Source: an optimization exercise on an open RTL-to-GDS flow (aim: small area, a short achievable clock period and few clock cycles). Production flows keep margins and buffers that such runs may drop. Function was checked by simulation only, so behaviour that the tests miss may differ from the original.

==> flow/design.v, too long to show whole: its modules and the start of the top module <==
// module MyDesign: 1059 lines
module MyDesign (
  input   wire dut_run,
  output  reg  dut_busy,
  input   wire reset_b,
  input   wire clk,
  output wire        input_sram_write_enable,
  output wire [11:0] input_sram_write_addresss,
  output wire [15:0] input_sram_write_data,
  output reg  [11:0] input_sram_read_address,
  input  wire [15:0] input_sram_read_data,
  output reg         output_sram_write_enable,
  output reg  [11:0] output_sram_write_addresss,
  output reg  [15:0] output_sram_write_data,
  output wire [11:0] output_sram_read_address,
  input  wire [15:0] output_sram_read_data,
  output reg         scratchpad_sram_write_enable,
  output wire [11:0] scratchpad_sram_write_addresss,
  output wire [15:0] scratchpad_sram_write_data,
  output wire [11:0] scratchpad_sram_read_address,
  input  wire [15:0] scratchpad_sram_read_data,
  output wire        weights_sram_write_enable,
  output wire [11:0] weights_sram_write_addresss,
  output wire [15:0] weights_sram_write_data,
  output wire [11:0] weights_sram_read_address,
  input  wire [15:0] weights_sram_read_data
);
  // ...
==> flow/flow/run.sh <==
#!/bin/bash
# Standard layout, with one netlist pass between synthesis and floorplan:
# flow/polarity.py removes inverters between full adders (a full adder is
# self-dual, so it can take its inputs in the other polarity). Registers and
# all other logic stay as the standard synthesis made them.
set -uo pipefail
W=$PWD
R=$W/orfs/results/$FLOW_PLATFORM/MyDesign/base
LIB=$FLOW_HOME/platforms/$FLOW_PLATFORM/lib/sky130_fd_sc_hd__tt_025C_1v80.lib

bash standard.sh synth > $W/synth.log 2>&1 || { echo "synthesis failed"; exit 1; }

cp $R/1_2_yosys.v $W/1_2_yosys.standard.v
if python3 flow/polarity.py $W/1_2_yosys.standard.v $W/1_2_yosys.polarity.v "$LIB" > $W/polarity.log 2>&1; then
  # the synthesis netlist is now newer than 1_synth.odb: make rebuilds it
  cp $W/1_2_yosys.polarity.v $R/1_2_yosys.v
  echo "polarity pass applied"
else
  echo "polarity pass failed, keeping the standard netlist"
fi

bash standard.sh finish > $W/finish.log 2>&1 || { echo "layout failed"; exit 1; }
==> flow/flow/polarity.py <==
#!/usr/bin/env python3
"""Removes inverters between full adders in a mapped sky130 netlist.

A full adder is self-dual: FA(~a, ~b, ~c) = (~cout, ~sum). Each full adder may
therefore be flipped (its inputs taken in the other polarity, its outputs then
carrying the complements), and each xor2/xnor2 gate may be swapped for the
other. This picks flips that need fewest inverters, then rewires the netlist:
every inverter is replaced by at most one inverter per signal that some pin
needs in the other polarity. Registers, ports and all other cells are kept.

usage: polarity.py IN.v OUT.v LIBERTY
"""
import re, sys, random, collections

src, dst, lib = sys.argv[1], sys.argv[2], sys.argv[3]

# pin directions from the liberty file
outpins = collections.defaultdict(set)
cell = None
pin = None
for line in open(lib):
    m = re.match(r'\s*cell\s*\(\s*"?([\w]+)"?\s*\)', line)
    if m:
        cell = m.group(1); continue
    m = re.match(r'\s*pin\s*\(\s*"?([\w]+)"?\s*\)', line)
    if m:
        pin = m.group(1); continue
    m = re.match(r'\s*direction\s*:\s*"?(\w+)"?', line)
    if m and cell and pin:
        if m.group(1) == 'output':
            outpins[cell].add(pin)

text = open(src).read()
mod_start = text.index('module ')
body_start = text.index(');', mod_start) + 2
end = text.rindex('endmodule')
header = text[:body_start]
body = text[body_start:end]

inst_re = re.compile(r'((?:\s*\(\*[^*]*\*\))*)\s*(sky130_fd_sc_hd__\w+)\s+(\S+)\s*\((.*?)\);', re.S)
pin_re = re.compile(r'\.(\w+)\(\s*([^()]*?)\s*\)')

decls = []
cells = []
pos = 0
for m in inst_re.finditer(body):
    decls.append(body[pos:m.start()])
    pos = m.end()
    attrs, typ, name, pins = m.group(1), m.group(2), m.group(3), m.group(4)
    cells.append({'attrs': attrs, 'type': typ, 'name': name,
                  'pins': [(p, n) for p, n in pin_re.findall(pins)]})
decls.append(body[pos:])
decl_text = ''.join(decls)
assert 'assign' not in decl_text, 'assign statements not handled'

ports = set()
for m in re.finditer(r'^\s*(input|output)\s+(?:\[(\d+):(\d+)\]\s+)?(\S+);', header + decl_text, re.M):
    d, hi, lo, nm = m.groups()
    if hi is None:
        ports.add(nm)
    else:
        for i in range(int(lo), int(hi) + 1):
            ports.add('%s[%d]' % (nm, i))

def is_inv(c):
    return re.match(r'sky130_fd_sc_hd__(clk)?inv_\d+$', c['type']) is not None
def is_fa(c):
    return c['type'].startswith('sky130_fd_sc_hd__fa_')
def is_x(c):
    return re.match(r'sky130_fd_sc_hd__x(n)?or2_\d+$', c['type']) is not None

driver = {}
for c in cells:
    for p, n in c['pins']:
        if p in outpins[c['type']]:
            driver[n] = (c, p)

def lit(n):
    par = 0
    while n in driver and is_inv(driver[n][0]) and n not in ports:
        c = driver[n][0]
        n = dict(c['pins'])['A']
        par ^= 1
    # a port driven by an inverter stays as it is: treat the port as a base
    return n, par

# flippable drivers: full adders and xor/xnor gates, unless they drive a port
flip = {}
for c in cells:
    if is_fa(c) or is_x(c):
        outs = [n for p, n in c['pins'] if p in outpins[c['type']]]
        flip[c['name']] = 0 if not any(n in ports for n in outs) else None

def avail(base):
    d = driver.get(base)
    if d is None:
        return 0
    f = flip.get(d[0]['name'])
    return f if f else 0

# requirements: (cell, pin) -> (base, parity required before flips)
req = []
xin = []   # inputs of xor/xnor gates: any polarity will do (the gate type absorbs it)
for c in cells:
    if is_inv(c):
        continue
    for p, n in c['pins']:
        if is_x(c) and p not in outpins[c['type']]:
            if not (re.match(r"\d+'", n) or n == ''):
                b, par = lit(n)
                xin.append((c, p, b, par))
            continue
        if p in outpins[c['type']]:
            continue
        if re.match(r"\d+'", n) or n == '':
            continue
        b, par = lit(n)
        req.append((c, p, b, par))
# inverters that drive ports are kept: their input is a requirement
keep_inv = [c for c in cells if is_inv(c) and dict(c['pins'])['Y'] in ports]
for c in keep_inv:
    b, par = lit(dict(c['pins'])['A'])
    req.append((c, 'A', b, par))

def need(c, par):
    if is_fa(c) and flip.get(c['name']):
        return par ^ 1
    return par

def cost():
    s = set()
    for c, p, b, par in req:
        q = need(c, par)
        if q != avail(b):
            s.add(b)
    return len(s)

# local search over FA flips and xor swaps
by_cell = collections.defaultdict(list)
by_base = collections.defaultdict(list)
for r in req:
    by_cell[r[0]['name']].append(r)
    by_base[r[2]].append(r)
outs_of = {c['name']: [n for p, n in c['pins'] if p in outpins[c['type']]] for c in cells}

def local(name):
    # requirements touched by flipping `name`: its own inputs (FA) and users of its outputs
    bases = set()
    for r in by_cell[name]:
        bases.add(r[2])
    for n in outs_of[name]:
        bases.add(n)
    tot = 0
    for b in bases:
        a = avail(b)
        if any(need(c, par) != a for c, p, bb, par in by_base[b]):
            tot += 1
    return tot

cands = [n for n, f in flip.items() if f is not None]
before = cost()
random.seed(1)
def descend():
    for it in range(50):
        changed = 0
        random.shuffle(cands)
        for n in cands:
            c0 = local(n)
            flip[n] ^= 1
            c1 = local(n)
            if c1 < c0 or (c1 == c0 and random.random() < 0.3):
                changed += c1 < c0
            else:
                flip[n] ^= 1
        if not changed:
            break
descend()
best = cost(); best_flip = dict(flip)
for rnd in range(30):
    # perturb: flip a few random adders and descend again
    for n in random.sample(cands, max(1, len(cands) // 20)):
        flip[n] ^= 1
    descend()
    c = cost()
    if c < best:
        best = c; best_flip = dict(flip)
    else:
        flip.clear(); flip.update(best_flip)
after = cost()
ninv = sum(1 for c in cells if is_inv(c))
sys.stderr.write('inverters: %d before, %d needed after (%d kept on ports); flips %d\n'
                 % (ninv, after, len(keep_inv), sum(1 for f in flip.values() if f)))

# rewrite
newinv = {}
extra = []
def net_for(b, q):
    if q == avail(b):
        return b
    if b not in newinv:
        k = len(newinv)
        y = 'polinv_%d_y' % k
        newinv[b] = y
        extra.append((k, b, y))
    return newinv[b]

out_cells = []
pinmap = {}
xin_by_cell = collections.defaultdict(list)
for r in xin:
    xin_by_cell[r[0]['name']].append(r)
for c in cells:
    if is_inv(c) and c not in keep_inv:
        continue
    if is_x(c):
        dev = flip.get(c['name']) or 0
        for cc, p, b, par in xin_by_cell.get(c['name'], []):
            dev ^= avail(b) ^ par
            pinmap[(c['name'], p)] = b
        t = c['type']
        if dev:
            if '__xor2_' in t:
                c['type'] = t.replace('__xor2_', '__xnor2_')
                c['rename'] = {'X': 'Y'}
            else:
                c['type'] = t.replace('__xnor2_', '__xor2_')
                c['rename'] = {'Y': 'X'}
    out_cells.append(c)
for c, p, b, par in req:
    pinmap[(c['name'], p)] = net_for(b, need(c, par))

lines = [header, decl_text.rstrip('\n') + '\n']
for k, b, y in extra:
    lines.append('  wire %s;\n' % y)
for c in out_cells:
    ps = []
    for p, n in c['pins']:
        n2 = pinmap.get((c['name'], p), n)
        ps.append('    .%s(%s%s)' % (c.get('rename', {}).get(p, p), n2, ' ' if n2.startswith('\\') else ''))
    lines.append('%s\n  %s %s (\n%s\n  );\n' % (c['attrs'], c['type'], c['name'], ',\n'.join(ps)))
for k, b, y in extra:
    lines.append('  sky130_fd_sc_hd__inv_1 polinv_%d (\n    .A(%s%s),\n    .Y(%s)\n  );\n' % (k, b, ' ' if b.startswith('\\') else '', y))
lines.append('endmodule\n')
open(dst, 'w').write(''.join(lines))
if len(sys.argv) > 4:
    st = collections.Counter()
    for c, p, b, par in req:
        if need(c, par) != avail(b):
            d = driver.get(b)
            dt = d[0]['type'].split('__')[1] + '.' + d[1] if d else 'port'
            st[(dt, c['type'].split('__')[1], 'flippable' if flip.get(d[0]['name'] if d else '') is not None else 'fixed')] += 1
    for k, v in st.most_common(25):
        sys.stderr.write('%s %d\n' % (k, v))
==> flow/standard.sh <==
#!/bin/bash
# synth_recipe.tcl (not shown) runs the flow's synth.tcl, then flattens the netlist and writes it again
# the make line also repeats each setting of config.mk as NAME=value (left out here)
make -C /OpenROAD-flow-scripts/flow DESIGN_CONFIG=/design/flow/config.mk WORK_HOME=/design/flow/orfs CLKGATE_MAP_FILE= SYNTH_SCRIPT=/design/flow/synth_recipe.tcl "${@:-finish}"
==> flow/config.mk <==
export PLATFORM = sky130hd
export DESIGN_NAME = MyDesign
export DESIGN_NICKNAME = MyDesign
export VERILOG_FILES = /design/flow/design.v
export SDC_FILE = /design/flow/constraint.sdc
export NUM_CORES = 4
export LEC_CHECK = 0
export ABC_AREA = 1
export CAP_MARGIN = 50
export CORE_MARGIN = 2
export CORE_UTILIZATION = 60
export CTS_BUF_LIST = sky130_fd_sc_hd__clkbuf_16
export CTS_CLUSTER_DIAMETER = 80
export CTS_CLUSTER_SIZE = 16
export SLEW_MARGIN = 70
==> flow/constraint.sdc <==
create_clock -name core_clock -period 10.0 [get_ports {clk}]
set_input_delay 2.0000 -clock core_clock [delete_from_list [all_inputs] [get_ports {clk}]]
set_output_delay 2.0000 -clock core_clock [all_outputs]
set_load 0.01 [all_outputs]
==> results.ini, run 1 <==
[layout]
buf_share_pct = 5.89
drive_gt1_share_pct = 9.88
utilization_pct = 65.6
numSequentialCells = 604
final_cell_area_um2 = 49500
multi_input_area_share_pct = 58.1
final_common_cell = fa_1

[synth]
yosysWarnings = 1
syn_area_um2 = 45600
synthCells = 4599
syn_avg_cell_area_um2 = 9.91

[global_routing]
grt_antenna_before_repair = 3
grt_pass1_vias = 34183
track_usage_pct = 38.2
grt_max_degree = 46
met1_usage_pct = 54.1
met3_usage_pct = 16.8

[die]
tap_cells = 978
ios = 232
die_x_um = 280

[placed_design]
dpl.hpwl_mm = 115
placedCellCount = 5569

[worst_setup_path]
reg2reg_depth = 10
crit_chain = fa_1 > fa_1 > fa_1 > fa_1 > ha_1 > a21oi_1 > o21ai_0 > a21oi_1 > o21ai_0 > xor2_1
cp-startpoint = ue_r10_0
path_common_cell = fa_1

[sta]
clock_skew_ns = 0.0721
rsz0062_at_grt = no
hold_viol = 0

[drt]
dr_wl_met3_mm = 24.0
wl_per_cell_um = 26.2
highest_layer = met5

[min_path]
hold_path_depth = 0

[cts]
post-cts-setup-buffers = 0
h-tree-depth = 2

[run_status]
status = finished clean

Testbench counts, summed over its fixed seeds: cycles 34,034.
==> run 2, diff against run 1 <==
--- a/flow/design.v
+++ b/flow/design.v
@@ -190,28 +190,28 @@
     kw <= weights_sram_read_data;
     if (|kacc[4:1])
       cacc <= cacc + gneg(kw[15:8]) + gneg(kw[7:0]);
     else if (kacc[5])
       cacc <= cacc + gneg(kw[15:8]);
   end
   reg dv1, phi1, ph2;
   reg [3:0] w1;
-  reg [4:0] pvd, lstd;
-  reg [2:0] ed;
+  reg [5:0] pvd, lstd;
+  reg [3:0] ed;
   reg [4:0] wa2;
   always @(posedge clk) begin
     if (~reset_b) begin
-      dv1 <= 1'b0; pvd <= 5'd0; lstd <= 5'd0; ed <= 3'd0;
+      dv1 <= 1'b0; pvd <= 6'd0; lstd <= 6'd0; ed <= 4'd0;
       scratchpad_sram_write_enable <= 1'b0;
     end else begin
       dv1 <= dv0;
-      pvd <= {pvd[3:0], cv0};
-      lstd <= {lstd[3:0], lst0};
-      ed <= {ed[1:0], stop};
+      pvd <= {pvd[4:0], cv0};
+      lstd <= {lstd[4:0], lst0};
+      ed <= {ed[2:0], stop};
       scratchpad_sram_write_enable <= dv1;
     end
     phi1 <= phi; w1 <= w;
     ph2 <= phi1;              
     wa2 <= ~{phi1, w1};
   end
   assign scratchpad_sram_write_addresss = {7'd0, wa2};
   reg [15:0] ri1, ri2, rs1, rs2;
@@ -613,17 +613,19 @@
   wire uef_86, uef_87; assign {uef_87, uef_86} = {1'b0, uef_59} + {1'b0, uef_60} + {1'b0, uef_32};
   wire uef_88, uef_89; assign {uef_89, uef_88} = {1'b0, uef_61} + {1'b0, uef_62} + {1'b0, uef_36};
   wire uef_90, uef_91; assign {uef_91, uef_90} = {1'b0, uef_63} + {1'b0, uef_64} + {1'b0, uef_40};
   wire uef_92, uef_93; assign {uef_93, uef_92} = {1'b0, uef_65} + {1'b0, uef_66} + {1'b0, uef_44};
   wire uef_94, uef_95; assign {uef_95, uef_94} = {1'b0, uef_67} + {1'b0, uef_68} + {1'b0, ue_r13_3};
   wire uef_96, uef_97; assign {uef_97, uef_96} = {1'b0, uef_69} + {1'b0, uef_70} + {1'b0, ue_r14_4};
   wire uef_98, uef_99; assign {uef_99, uef_98} = {1'b0, uef_71} + {1'b0, uef_72} + {1'b0, ue_r15_2};
   wire uef_100, uef_101; assign {uef_101, uef_100} = {1'b0, uef_73} + {1'b0, ue_r16_0};
-  wire [18:0] ue_s = {1'b1, uef_101, uef_99, uef_97, uef_95, uef_93, uef_91, uef_89, uef_87, uef_85, uef_83, uef_81, uef_79, uef_77, uef_75, uef_74, ue_r2_0, ue_r1_0, ue_r0_0} + {1'b0, ue_r17_0, uef_100, uef_98, uef_96, uef_94, uef_92, uef_90, uef_88, uef_86, uef_84, uef_82, uef_80, uef_78, uef_76, ue_r3_2, 1'b0, ue_r1_1, ue_r0_1};
+  reg [18:0] ue_c0, ue_c1;
+  always @(posedge clk) begin ue_c0 <= {1'b1, uef_101, uef_99, uef_97, uef_95, uef_93, uef_91, uef_89, uef_87, uef_85, uef_83, uef_81, uef_79, uef_77, uef_75, uef_74, ue_r2_0, ue_r1_0, ue_r0_0}; ue_c1 <= {1'b0, ue_r17_0, uef_100, uef_98, uef_96, uef_94, uef_92, uef_90, uef_88, uef_86, uef_84, uef_82, uef_80, uef_78, uef_76, ue_r3_2, 1'b0, ue_r1_1, ue_r0_1}; end
+  wire [18:0] ue_s = ue_c0 + ue_c1;
   wire uo_0, uo_1; assign {uo_1, uo_0} = {1'b0, (~ngn0[0] ^ (~onn0[0] & ~w1_0[0]))} + {1'b0, (~ngn1[0] ^ (~onn1[0] & ~w1_1[0]))} + {1'b0, (~ngn2[0] ^ (~onn2[0] & ~w1_2[0]))};
   wire uo_2, uo_3; assign {uo_3, uo_2} = {1'b0, (~ngn3[0] ^ (~onn3[0] & ~w2_0[0]))} + {1'b0, (~ngn4[0] ^ (~onn4[0] & ~w2_1[0]))} + {1'b0, (~ngn5[0] ^ (~onn5[0] & ~w2_2[0]))};
   wire uo_4, uo_5; assign {uo_5, uo_4} = {1'b0, (~ngn6[0] ^ (~onn6[0] & ~w3_0[0]))} + {1'b0, (~ngn7[0] ^ (~onn7[0] & ~w3_1[0]))} + {1'b0, (~ngn8[0] ^ (~onn8[0] & ~w3_2[0]))};
   wire uo_6, uo_7; assign {uo_7, uo_6} = {1'b0, (~ngn0[0] ^ ((~onn0[0] & ~w1_0[1]) | (~twn0[0] & ~w1_0[0])))} + {1'b0, (~ngn1[0] ^ ((~onn1[0] & ~w1_1[1]) | (~twn1[0] & ~w1_1[0])))} + {1'b0, (~ngn2[0] ^ ((~onn2[0] & ~w1_2[1]) | (~twn2[0] & ~w1_2[0])))};
   wire uo_8, uo_9; assign {uo_9, uo_8} = {1'b0, (~ngn3[0] ^ ((~onn3[0] & ~w2_0[1]) | (~twn3[0] & ~w2_0[0])))} + {1'b0, (~ngn4[0] ^ ((~onn4[0] & ~w2_1[1]) | (~twn4[0] & ~w2_1[0])))} + {1'b0, (~ngn5[0] ^ ((~onn5[0] & ~w2_2[1]) | (~twn5[0] & ~w2_2[0])))};
   wire uo_10, uo_11; assign {uo_11, uo_10} = {1'b0, (~ngn6[0] ^ ((~onn6[0] & ~w3_0[1]) | (~twn6[0] & ~w3_0[0])))} + {1'b0, (~ngn7[0] ^ ((~onn7[0] & ~w3_1[1]) | (~twn7[0] & ~w3_1[0])))} + {1'b0, (~ngn8[0] ^ ((~onn8[0] & ~w3_2[1]) | (~twn8[0] & ~w3_2[0])))};
   wire uo_12, uo_13; assign {uo_13, uo_12} = {1'b0, (~ngn0[0] ^ ((~onn0[0] & ~w1_0[2]) | (~twn0[0] & ~w1_0[1])))} + {1'b0, (~ngn0[1] ^ (~onn0[1] & ~w1_0[0]))} + {1'b0, (~ngn1[0] ^ ((~onn1[0] & ~w1_1[2]) | (~twn1[0] & ~w1_1[1])))};
   wire uo_14, uo_15; assign {uo_15, uo_14} = {1'b0, (~ngn1[1] ^ (~onn1[1] & ~w1_1[0]))} + {1'b0, (~ngn2[0] ^ ((~onn2[0] & ~w1_2[2]) | (~twn2[0] & ~w1_2[1])))} + {1'b0, (~ngn2[1] ^ (~onn2[1] & ~w1_2[0]))};
@@ -1001,21 +1003,24 @@
   wire uof_86, uof_87; assign {uof_87, uof_86} = {1'b0, uof_59} + {1'b0, uof_60} + {1'b0, uof_32};
   wire uof_88, uof_89; assign {uof_89, uof_88} = {1'b0, uof_61} + {1'b0, uof_62} + {1'b0, uof_36};
   wire uof_90, uof_91; assign {uof_91, uof_90} = {1'b0, uof_63} + {1'b0, uof_64} + {1'b0, uof_40};
   wire uof_92, uof_93; assign {uof_93, uof_92} = {1'b0, uof_65} + {1'b0, uof_66} + {1'b0, uof_44};
   wire uof_94, uof_95; assign {uof_95, uof_94} = {1'b0, uof_67} + {1'b0, uof_68} + {1'b0, uo_r13_3};
   wire uof_96, uof_97; assign {uof_97, uof_96} = {1'b0, uof_69} + {1'b0, uof_70} + {1'b0, uo_r14_4};
   wire uof_98, uof_99; assign {uof_99, uof_98} = {1'b0, uof_71} + {1'b0, uof_72} + {1'b0, uo_r15_2};
   wire uof_100, uof_101; assign {uof_101, uof_100} = {1'b0, uof_73} + {1'b0, uo_r16_0};
-  wire [18:0] uo_s = {1'b1, uof_101, uof_99, uof_97, uof_95, uof_93, uof_91, uof_89, uof_87, uof_85, uof_83, uof_81, uof_79, uof_77, uof_75, uof_74, uo_r2_0, uo_r1_0, uo_r0_0} + {1'b0, uo_r17_0, uof_100, uof_98, uof_96, uof_94, uof_92, uof_90, uof_88, uof_86, uof_84, uof_82, uof_80, uof_78, uof_76, uo_r3_2, 1'b0, uo_r1_1, uo_r0_1};
-  reg  [18:0] se_r, so_r;
-  always @(posedge clk) begin se_r <= ue_s; so_r <= uo_s; end
-  wire [6:0] qe_r = se_r[18] ? 7'd0 : (|se_r[17:7]) ? 7'd127 : se_r[6:0];
-  wire [6:0] qo_r = so_r[18] ? 7'd0 : (|so_r[17:7]) ? 7'd127 : so_r[6:0];
+  reg [18:0] uo_c0, uo_c1;
+  always @(posedge clk) begin uo_c0 <= {1'b1, uof_101, uof_99, uof_97, uof_95, uof_93, uof_91, uof_89, uof_87, uof_85, uof_83, uof_81, uof_79, uof_77, uof_75, uof_74, uo_r2_0, uo_r1_0, uo_r0_0}; uo_c1 <= {1'b0, uo_r17_0, uof_100, uof_98, uof_96, uof_94, uof_92, uof_90, uof_88, uof_86, uof_84, uof_82, uof_80, uof_78, uof_76, uo_r3_2, 1'b0, uo_r1_1, uo_r0_1}; end
+  wire [18:0] uo_s = uo_c0 + uo_c1;
+  reg  [6:0] qe_r, qo_r;
+  always @(posedge clk) begin
+    qe_r <= ue_s[18] ? 7'd0 : (|ue_s[17:7]) ? 7'd127 : ue_s[6:0];
+    qo_r <= uo_s[18] ? 7'd0 : (|uo_s[17:7]) ? 7'd127 : uo_s[6:0];
+  end
   reg  [6:0] mo;
   always @(posedge clk) mo <= (qe_r > qo_r) ? qe_r : qo_r;
   wire ab = qe_r > qo_r, am = qe_r > mo, bm = qo_r > mo;
   wire [6:0] pooled = (ab & am) ? qe_r : (~ab & bm) ? qo_r : mo;
   reg have;
   reg [6:0] held;
   reg idle;                 
   reg [11:0] oan;           
@@ -1031,29 +1036,29 @@
       dut_busy <= 1'b0;
       idle <= 1'b1;
     end else begin
       output_sram_write_enable <= 1'b0;
       if (idle) begin
         output_sram_write_addresss <= 12'hfff;
         oan <= 12'h000;
       end
-      if (pvd[4]) begin
+      if (pvd[5]) begin
         if (have) begin
           output_sram_write_enable <= 1'b1;
           output_sram_write_addresss <= oa_inc;
           oan <= ~oa_inc;
           have <= 1'b0;
-        end else if (lstd[4]) begin
+        end else if (lstd[5]) begin
           output_sram_write_enable <= 1'b1;
           output_sram_write_addresss <= oa_inc;
           oan <= ~oa_inc;
         end else begin
           held <= pooled;
           have <= 1'b1;
         end
       end
       if (idle) have <= 1'b0;
       if (start) begin dut_busy <= 1'b1; idle <= 1'b0; end
-      if (ed[2]) begin dut_busy <= 1'b0; idle <= 1'b1; end
+      if (ed[3]) begin dut_busy <= 1'b0; idle <= 1'b1; end
     end
   end
 endmodule
==> flow/config.mk (replaced) <==
export PLATFORM = sky130hd
export DESIGN_NAME = MyDesign
export DESIGN_NICKNAME = MyDesign
export VERILOG_FILES = /design/flow/design.v
export SDC_FILE = /design/flow/constraint.sdc
export NUM_CORES = 4
export LEC_CHECK = 0
export ABC_AREA = 1
export CAP_MARGIN = 50
export CORE_MARGIN = 2
export CORE_UTILIZATION = 60
export CTS_BUF_LIST = sky130_fd_sc_hd__clkbuf_8
export SLEW_MARGIN = 70
==> results.ini, run 2 <==
[synth]
syn_avg_cell_area_um2 = 10.0  ; +0.94%
syn_area_um2 = 46500  ; +1.9%
yosysWarnings = 1  ; unchanged
synthCells = 4643  ; +0.96%

[drt]
vias = 34736
vias_per_cell = 5.91
drt-initial-drc-count = 4815
first_pass_iters = 8
wl_mm = 144
wl_per_cell_um = 24.6  ; -6.0%
drc = 0
ant_nets = 0

[worst_setup_path]
arrival_ns = 1.68
critPathBufInv = 1
worst-setup-path-type = reg -> out
cp_top_family = buffers and inverters
cp-end-kind = output pin
max_stage_delay_ns = 0.56
worstSetupStartpointType = flop
worst-path-max-fanout = 3
critical_path.slowest_cell = clkdlybuf4s50_1
cp.required_ns = 8.00
crit_chain = clkdlybuf4s50_1

[cts]
cts_sinks = 651
h-tree-depth = 3  ; +1
clockBufferDepth = 3
post-cts-setup-buffers = 0  ; unchanged
numCtsBuffers = 107
cts_resized = 0
clk_pin_slew_ns = 0.06
cts_tree = done
clock_latency_ns = 0.77
cts_root_buf = clkbuf_8
cts_hold_buf = 0

[sta]
slew_viol_final = 0
hold_viol = 0  ; unchanged
period_needed_ns = 3.68
setup-tns-final_ns = 0
rsz0062_at_grt = no
fin_crit_sh_pct = 36.8
clock_skew_ns = 0.0686  ; -0.00354 ns
finalSetupViolations = 0
fmax_mhz = 272

[die]
die_y_um = 282
die_x_um = 282  ; +0.93%
ios = 232  ; unchanged
start_util_pct = 60.3
core_um2 = 77100
num_rows = 102
dieArea_um2 = 79700

[placed_design]
gp_congestion = 0.966
portBuffers = 120
dpl.hpwl_mm = 112  ; -2.4%

[layout]
fin_nets = 5544
mostFrequentLayoutCells = fa_1, xor2_1, o22ai_1
top_regs = ue_c0 x18, uo_c0 x18, uo_c1 x17
multi_input_area_um2 = 28600
drive_gt1_share_pct = 11.5  ; +1.6 points
area_growth_pct = 10.5
seqCellArea_um2 = 14500
fillers = 6358
utilization_pct = 66.6  ; +1.0 points
final_common_cell = fa_1

[global_routing]
grt_max_degree = 49  ; +6.5%
grt_antenna_before_repair = 5  ; +2
grt_overflow = 0
grt_pass1_wl_mm = 215
grt_pass1_vias = 34644  ; +1.3%
track_usage_pct = 36.9  ; -1.3 points

[min_path]
hold_path.class = reg -> reg

[flow_run]
maxCapViolCount = 0

[run_status]
status = finished clean

## run 2: through the flow
stage	area [um2]	cells	setup WS (ns)	hold slack [ns]
CTS	51200	5872	6.25	0.326
global route	51300	5877	6.23	0.335
detailed placement	48800	5675	6.32	0.312
global placement	47400	5465	6.10	0.311
finish	51300	5879	6.32	0.323
floorplan	46800	4737	6.59	0.310
## run 2: final cells by class
type / instances / area share (%)
Inverter: 468 / 3.42
Sequential cell: 651 / 28.2
Clock inverter: 66 / 1.17
Timing Repair Buffer: 380 / 5.47
Tap cell: 1040 / 2.53
Antenna cell: 3 / 0.0146
Multi-Input combinational cell: 3140 / 55.6
Clock buffer: 131 / 3.51
## run 2: final timing paths
check / startpoint / to / slack, ns / cells after the start
setup / recovery: waddr[2] / weights_sram_read_address[2] / 6.32 / 1
hold / removal: uo_r1_0 / uo_c0[1] / 0.32 / 0
setup reg to reg: twn8[0] / uo_r7_5 / 6.40 / 10
hold reg to reg: uo_r1_0 / uo_c0[1] / 0.32 / 0
## run 2: per-layer routing
| metal | wire [um] | GRT usage [%] | vias to the layer above |
|---|---|---|---|
| li1 | - | - | 15096 |
| met1 | 56800 | 51.1 | 16609 |
| met2 | 58100 | 51.4 | 2668 |
| met3 | 22000 | 13.9 | 363 |
| met4 | 7500 | 16.7 | 0 |
| met5 | 0 | 0.244 | - |
Testbench counts of run 2, summed over its fixed seeds: cycles 34,066.
==> run 3, diff against run 2 <==
--- a/flow/flow/run.sh
+++ b/flow/flow/run.sh
@@ -3,5 +3,6 @@
 # flow/polarity.py removes inverters between full adders (a full adder is
 # self-dual, so it can take its inputs in the other polarity). Registers and
-# all other logic stay as the standard synthesis made them.
+# all other logic stay as the standard synthesis made them. Every port still
+# gets a buffer, of a faster cell (buf_2) than the one buffer_ports picks.
 set -uo pipefail
 W=$PWD
@@ -20,3 +21,3 @@
 fi
 
-bash standard.sh finish > $W/finish.log 2>&1 || { echo "layout failed"; exit 1; }
+bash standard.sh "BUFFER_PORTS_ARGS=-buffer_cell sky130_fd_sc_hd__buf_2" finish > $W/finish.log 2>&1 || { echo "layout failed"; exit 1; }
--- a/flow/config.mk
+++ b/flow/config.mk
@@ -10,4 +10,6 @@
 export CORE_MARGIN = 2
 export CORE_UTILIZATION = 60
-export CTS_BUF_LIST = sky130_fd_sc_hd__clkbuf_8
+export CTS_BUF_LIST = sky130_fd_sc_hd__clkbuf_16
+export CTS_CLUSTER_DIAMETER = 80
+export CTS_CLUSTER_SIZE = 16
 export SLEW_MARGIN = 70
==> results.ini, run 3 <==
[global_routing]
grt_max_degree = 49  ; unchanged
grt_overflow = 0  ; unchanged
grt_pass1_wl_mm = 215  ; +0.22%
grt_pass1_vias = 33970  ; -1.9%
grt_antenna_before_repair = 4  ; -1
track_usage_pct = 37.0  ; +0.12 points

[placed_design]
dpl.hpwl_mm = 113  ; +0.42%
gp_congestion = 0.975  ; +0.87%
portBuffers = 120  ; unchanged
place_ws_ns = 6.29  ; -0.0277 ns
placed_cell_area_um2 = 48200  ; -1.2%

[cts]
clockBufferDepth = 3  ; unchanged
h-tree-depth = 2  ; -1
cts_hold_buf = 0  ; unchanged
numCtsBuffers = 51  ; -52%
cts_tree = done
cts_sinks = 651  ; unchanged
clk_pin_slew_ns = 0.07  ; about the same
cts_resized = 0  ; unchanged
clock_latency_ns = 0.65  ; -0.12 ns
cts_root_buf = clkbuf_16
post-cts-setup-buffers = 0  ; unchanged

[die]
start_util_pct = 60.3  ; unchanged
die_x_um = 282  ; unchanged
die_y_um = 282  ; unchanged
core_um2 = 77100  ; unchanged
dieArea_um2 = 79700  ; unchanged
num_rows = 102  ; unchanged
ios = 232  ; unchanged

[sta]
fin_crit_sh_pct = 35.8  ; -0.97 points
period_needed_ns = 3.58  ; -0.0975 ns
layout_setup_ws_ns = 6.42  ; +0.0975 ns
rsz0062_at_grt = no
fmax_mhz = 279  ; +2.7%
slew_viol_final = 0  ; unchanged
finalSetupViolations = 0  ; unchanged
setup-tns-final_ns = 0  ; unchanged
clock_skew_ns = 0.0312  ; -0.0374 ns
hold_viol = 0  ; unchanged

[drt]
vias = 34373  ; -1.0%
wl_per_cell_um = 25.0  ; +1.9%
dr_wl_met3_mm = 21.8  ; -0.91%
first_pass_iters = 9  ; +1
highest_layer = met5
vias_per_cell = 5.97  ; +0.96%
drt-initial-drc-count = 4686  ; -2.7%
wl_met2_mm = 57.2  ; -1.5%
drc = 0  ; unchanged
wl_met1_mm = 57.2  ; +0.73%
wl_mm = 144  ; -0.16%
ant_nets = 0  ; unchanged

[run_status]
status = finished clean

[synth]
synthCells = 4643  ; unchanged
yosysWarnings = 1  ; unchanged
syn_area_um2 = 46500  ; unchanged
syn_avg_cell_area_um2 = 10.0  ; unchanged

[worst_setup_path]
reg2reg_to = uo_r9_6
worst-path-max-fanout = 6  ; +3
cp-end-kind = flop
worst-setup-path-type = reg -> reg
cp.required_ns = 10.51  ; +2.51 ns
reg2reg_depth = 9  ; -1
r2r_start = onn0[2]
rrSetupSlack_ns = 6.42  ; +0.02 ns
arrival_ns = 4.09  ; +2.41 ns
worstSetupStartpointType = flop

[min_path]
min-delay-start = ue_r17_0
holdPathEnd = ue_c1[17]
hold_path.class = reg -> reg
hold_path_depth = 0  ; unchanged

[layout]
final_cell_area_um2 = 49900  ; -2.7%
area_growth_pct = 7.46
antenna_cells = 0  ; -3
final_common_cell = fa_1
fin_nets = 5486  ; -1.0%
top_regs = ue_c0 x18, uo_c0 x18, uo_c1 x17
mostFrequentLayoutCells = fa_1, xor2_1, o22ai_1
drive_gt1_share_pct = 12.2  ; +0.74 points

[flow_run]
maxCapViolCount = 0  ; unchanged

run 3: area by class of cell:
| cell class | instances | area, um2 |
|---|---|---|
| Inverter | 468 | 1760 |
| Timing Repair Buffer | 378 | 2250 |
| Clock buffer | 53 | 1330 |
| Clock inverter | 32 | 223 |
| Fill cell | 6399 | 27200 |
| Sequential cell | 651 | 14500 |
| Tap cell | 1040 | 1300 |
| Multi-Input combinational cell | 3140 | 28600 |
run 3: how the worst max path moves through the flow:
stage / slack (ns) / to / cells past startpoint / start
floorplan: 6.59 / held[0] / 3 / reset_b
global placement: 5.61 / ian[0] / 7 / reset_b
detailed placement: 6.29 / ian[0] / 7 / reset_b
CTS: 6.45 / uo_r5_3 / 9 / onn0[2]
global route: 6.31 / uo_r13_3 / 9 / twn4[3]
finish: 6.42 / uo_r9_6 / 9 / onn0[2]
run 3: worst max-delay path, stage by stage (launching register included):
cell	delay (ns)
edfxtp_1	0.51
buf_4	0.22
buf_2	0.19
o22ai_1	0.21
xor2_1	0.20
fa_1	0.47
fa_1	0.60
fa_1	0.58
inv_1	0.05
fa_1	0.42
run 3: stage by stage:
stage                     hold WS, ns  cells  util [%]
after floorplan                 0.310   4737         -
after global placement          0.310   5465      60.7
after detailed placement        0.312   5672      62.5
after CTS                       0.324   5757      64.6
after global routing            0.332   5762      64.8
final                           0.323   5762      64.8
run 3: routing by layer:
| metal | global-route usage, % | vias up |
|---|---|---|
| li1 | - | 14926 |
| met1 | 52.3 | 16474 |
| met2 | 50.9 | 2620 |
| met3 | 13.8 | 349 |
| met4 | 16.1 | 4 |
| met5 | 0.122 | - |

[afterwards: timing with drivers on the ports]
The flow's constraints put no driver on any port. The routed layouts listed below were extracted and timed again, unchanged, in two steps. Step 1 (the two cells are an assumption about what drives the block):
set clk [get_ports {clk}]
set_driving_cell -lib_cell sky130_fd_sc_hd__clkbuf_16 $clk
set_driving_cell -lib_cell sky130_fd_sc_hd__buf_2 [delete_from_list [all_inputs] $clk]
Step 2, shift: input delay + t, output delay - t, t = (earliest + latest rising clock arrival at the registers) / 2. This alone moves slack from input paths to output paths. Three values: ideal ports, drivers, drivers and shift; two values: the first two.
run | t, ns | setup slack, ns | hold WS [ns] | slew at the worst register clock pin (ns) | cell pins on the clock port's net
run 1 | 0.679 | 6.189 / 6.189 / 6.189 | 0.344 / 0.344 / 0.344 | 0.08 / 0.08 | 1
run 2 | 0.801 | 6.320 / 6.259 / 6.294 | 0.323 / 0.323 / 0.323 | 0.07 / 0.07 | 1
run 3 | 0.702 | 6.418 / 6.418 / 6.400 | 0.323 / 0.323 / 0.323 | 0.08 / 0.08 | 1
After both steps every run listed still meets setup and hold. The setup slack of run 2, which loses most, moves by -0.061 ns with the drivers and by -0.026 ns with both steps.
